Context: an optimization exercise on an open-source flow, tuned for small area and few clock cycles per item. The choices shown serve that exercise and are no tape-out recipe. The RTL was checked by simulation tests, not by an equivalence proof against the original design.

## v33
## md5_pipe
module md5_pipe (
    input          clk,
    input          rst_n,       
    input          in_valid,
    output         in_ready,
    input  [63:0]  msg,         
    output         out_valid,
    output [127:0] hash,        
    output [63:0]  out_msg      
);
assign in_ready = 1'b1;
md5 core (
    .clk      (clk),
    .rst_n    (rst_n),
    .in_valid (in_valid),
    .msg      (msg),
    .out_valid(out_valid),
    .hash     (hash),
    .out_msg  (out_msg)
);
endmodule
Size in the first run: roughly 32000 cells after synthesis, ~5900 flip-flops, roughly 260 I/O pins, roughly 320000 um^2 of cells after synthesis.
==> flow/config.mk <==
export PLATFORM = sky130hd
export DESIGN_NAME = md5_pipe
export DESIGN_NICKNAME = md5_pipe
export VERILOG_FILES = /design/flow/design.v
export SDC_FILE = /design/flow/constraint.sdc
export NUM_CORES = 8
export LEC_CHECK = 0
export CAP_MARGIN = 20
export CORE_MARGIN = 2
export CORE_UTILIZATION = 50
export CTS_BUF_LIST = sky130_fd_sc_hd__clkbuf_16
export CTS_CLUSTER_DIAMETER = 100
export CTS_CLUSTER_SIZE = 24
export GPL_TIMING_DRIVEN = 0
export SLEW_MARGIN = 20
==> flow/constraint.sdc <==
create_clock -name core_clock -period 12.5 [get_ports {clk}]
set_input_delay 2.5000 -clock core_clock [delete_from_list [all_inputs] [get_ports {clk}]]
set_output_delay 2.5000 -clock core_clock [all_outputs]
set_load 0.01 [all_outputs]
standard.sh (not shown) runs the stock make flow with config.mk's settings and CLKGATE_MAP_FILE= SYNTH_SCRIPT=/design/flow/synth_recipe.tcl, a recipe that flattens the netlist after the stock synthesis.
==> flow/flow/run.sh <==
#!/bin/bash
# Own layout flow: the standard ORFS flow (standard.sh, all steps from
# synthesis to the final layout), with one change: synthesis maps the logic
# with the ABC script in flow/abc.script instead of ORFS's abc_speed.script.
# Yosys, register mapping, flattening and renaming are the standard flow's own
# (synth_recipe.tcl), so the registers are the standard synthesis's.
set -euo pipefail
W=$PWD
rm -rf "$W/scripts_mod"
cp -r "$FLOW_HOME/scripts" "$W/scripts_mod"
cp "$W/flow/abc.script" "$W/scripts_mod/abc_speed.script"
bash "$W/standard.sh" SCRIPTS_DIR="$W/scripts_mod" SYNTH_ARGS=-noabc finish > "$W/orfs_make.log" 2>&1
==> flow/flow/abc.script <==
&get -n
&st
&dch
&nf -R 40
&put
buffer -c
topo
stime -c
upsize -c
dnsize -c
Testbench counts of v33, summed over its fixed seeds: cycles 6,186, items 6,000.
Relative to v33, the following input files were edited for v6:
--- a/flow/flow/run.sh
+++ b/flow/flow/run.sh
@@ -10,3 +10,3 @@
 cp -r "$FLOW_HOME/scripts" "$W/scripts_mod"
 cp "$W/flow/abc.script" "$W/scripts_mod/abc_speed.script"
-bash "$W/standard.sh" SCRIPTS_DIR="$W/scripts_mod" SYNTH_ARGS=-noabc finish > "$W/orfs_make.log" 2>&1
+bash "$W/standard.sh" SCRIPTS_DIR="$W/scripts_mod" SYNTH_ARGS=-noabc ADDER_MAP_FILE= "CTS_ARGS=-sink_clustering_enable -repair_clock_nets -dont_use_dummy_load -buf_list sky130_fd_sc_hd__clkbuf_8 -sink_clustering_size 15 -sink_clustering_max_diameter 70" finish > "$W/orfs_make.log" 2>&1
==> flow/flow/abc.script <==
strash
dch
amap
buffer -c
topo
stime -c
upsize -c
dnsize -c
Notes after the runs:
Share of the clock period used by the worst path (lower): v6. Setup slack after placement delta for v6 relative to v33: 0.85 ns higher. Taking v33 as the reference, in v6 total length of routed met2 wires saw an increase; global-route usage picked up an extra 3.9 points.
Input-level comparison between v55 and v6:
--- a/flow/flow/run.sh
+++ b/flow/flow/run.sh
@@ -10,3 +10,3 @@
 cp -r "$FLOW_HOME/scripts" "$W/scripts_mod"
 cp "$W/flow/abc.script" "$W/scripts_mod/abc_speed.script"
-bash "$W/standard.sh" SCRIPTS_DIR="$W/scripts_mod" SYNTH_ARGS=-noabc ADDER_MAP_FILE= "CTS_ARGS=-sink_clustering_enable -repair_clock_nets -dont_use_dummy_load -buf_list sky130_fd_sc_hd__clkbuf_8 -sink_clustering_size 15 -sink_clustering_max_diameter 70" finish > "$W/orfs_make.log" 2>&1
+bash "$W/standard.sh" SCRIPTS_DIR="$W/scripts_mod" finish > "$W/orfs_make.log" 2>&1
==> flow/flow/abc.script <==
&get -n
&st
&dch
&nf -R 40
&put
buffer -c
topo
stime -c
upsize -c
dnsize -c
==> comparison <==
- Growth of design area from synthesis to finish delta for v55 relative to v6: 0.44 points higher
- Taking v6 over v55, the mean post-synth cell area ratio works out to 0.69.
- Measured against each other, v55 and v6 differ in total detailed-routing wirelength, the higher figure coming from v6.
- v55 against v6: via count went down by 72091; wire length of the first global-routing pass went down by 100 mm; final non-filler cell area went up by about 7%; non-clock inverter total of the final layout went down by about 55%.
- v6 reports its timing startpoint of the critical path as core.s31_b62[1] while v55 reports core.s31_b62[0].
#### Input delta (v2 over v55)
--- a/flow/flow/run.sh
+++ b/flow/flow/run.sh
@@ -10,3 +10,3 @@
 cp -r "$FLOW_HOME/scripts" "$W/scripts_mod"
 cp "$W/flow/abc.script" "$W/scripts_mod/abc_speed.script"
-bash "$W/standard.sh" SCRIPTS_DIR="$W/scripts_mod" finish > "$W/orfs_make.log" 2>&1
+bash "$W/standard.sh" SCRIPTS_DIR="$W/scripts_mod" SYNTH_ARGS=-noabc "CTS_ARGS=-sink_clustering_enable -repair_clock_nets -dont_use_dummy_load -buf_list sky130_fd_sc_hd__clkbuf_8 -sink_clustering_size 15 -sink_clustering_max_diameter 70" finish > "$W/orfs_make.log" 2>&1
Results
- Against v55, v2 comes in 0.07 ns lower on register-to-register setup slack.
- | average size of a mapped cell | v2 vs v55 | 0.29 um^2 higher |
- Diff v55 -> v2: utilization after layout now smaller.
The following lists how v59 was set up differently from v2:
==> flow/run.sh (new file) <==
#!/bin/bash
# synth_recipe.tcl (not shown) runs the flow's synth.tcl, then flattens the netlist and writes it again
# the make line also repeats each setting of config.mk as NAME=value (left out here)
make -C /OpenROAD-flow-scripts/flow DESIGN_CONFIG=/design/flow/config.mk WORK_HOME=/design/flow/orfs CLKGATE_MAP_FILE= SYNTH_SCRIPT=/design/flow/synth_recipe.tcl finish
removed: flow/flow/run.sh
removed: flow/flow/abc.script
removed: flow/standard.sh
Notes after the runs:
In the reports for v59 and v2, the larger worst hold slack belongs to v59. In v59, sequential cell area share is lower than in v2. v59 vs v2: data arrival time of the worst path up. Routed wire length: v59 vs v2 up 11%.
Here is what was changed in the inputs of v38 compared with v59.
==> flow/flow/run.sh (new file) <==
#!/bin/bash
# Own layout flow: the standard ORFS flow (standard.sh, all steps from
# synthesis to the final layout), with one change: synthesis maps the logic
# with the ABC script in flow/abc.script instead of ORFS's abc_speed.script.
# Yosys, register mapping, flattening and renaming are the standard flow's own
# (synth_recipe.tcl), so the registers are the standard synthesis's.
set -euo pipefail
W=$PWD
rm -rf "$W/scripts_mod"
cp -r "$FLOW_HOME/scripts" "$W/scripts_mod"
cp "$W/flow/abc.script" "$W/scripts_mod/abc_speed.script"
bash "$W/standard.sh" SCRIPTS_DIR="$W/scripts_mod" SYNTH_ARGS=-noabc RECOVER_POWER=100 finish > "$W/orfs_make.log" 2>&1
==> flow/flow/abc.script (new file) <==
&get -n
&st
&dch
&nf -R 40
&put
buffer -c
topo
stime -c
upsize -c
dnsize -c
==> flow/standard.sh (new file) <==
#!/bin/bash
# synth_recipe.tcl (not shown) runs the flow's synth.tcl, then flattens the netlist and writes it again
# the make line also repeats each setting of config.mk as NAME=value (left out here)
make -C /OpenROAD-flow-scripts/flow DESIGN_CONFIG=/design/flow/config.mk WORK_HOME=/design/flow/orfs CLKGATE_MAP_FILE= SYNTH_SCRIPT=/design/flow/synth_recipe.tcl "${@:-finish}"
removed: flow/run.sh
v38: flow completed, timing, DRC and antenna clean
Of the two values seen for launch point of the critical path, core.s31_b62[0] was produced by v38 and core.s1_b2[3] by v59.
v38 vs v59, fraction of area in multi-input gates went down by 1.2 points.
v38 vs v59 — clock buffer count in the final layout dropped 6.
Summary of v38 over v59: routed via count divided by cell count went down by 2.3%, non-clock buffer count increased about 30%, wire length decreased 9.9%.
Final hold slack: v38 and v59 compared, lower one is v59

[static timing again, ports no longer ideal]
The results above use ideal ports. As a check the final layouts listed here were re-extracted and re-timed, cells and wires unchanged. Step 1, drivers: a clkbuf_16 drives clk and a buf_2 each remaining input, both assumed. Step 2 also shifts input and output timing later by t, the mid clock arrival at the registers, as if the neighbouring blocks saw the same clock. Three values: ideal ports, drivers, drivers and shift; two values: the first two.
| run | t, ns | setup slack, ns | worst hold slack (ns) | worst setup path after step 2 | worst register clock-pin slew, ns |
|---|---|---|---|---|---|
| v33 | 1.155 | 0.425 / 0.292 / -0.348 | 0.309 / 0.309 / 0.309 | input to register | 0.11 / 0.11 |
| v6 | 1.379 | 0.471 / 0.335 / -0.588 | 0.272 / 0.272 / 0.272 | input to register | 0.11 / 0.11 |
| v55 | 1.175 | 0.472 / 0.335 / -0.494 | 0.293 / 0.293 / 0.293 | input to register | 0.11 / 0.11 |
| v2 | 1.417 | 0.463 / 0.307 / -0.610 | 0.258 / 0.258 / 0.258 | input to register | 0.10 / 0.10 |
| v59 | 1.152 | 0.439 / 0.374 / -0.568 | 0.286 / 0.286 / 0.286 | input to register | 0.11 / 0.11 |
| v38 | 1.158 | 0.423 / 0.290 / -0.375 | 0.309 / 0.309 / 0.309 | input to register | 0.11 / 0.11 |
With both steps, setup timing fails in every run listed, where it was met with ideal ports. The setup slack of v2, which loses most, moves by -0.156 ns with the drivers and by -1.073 ns with both steps.
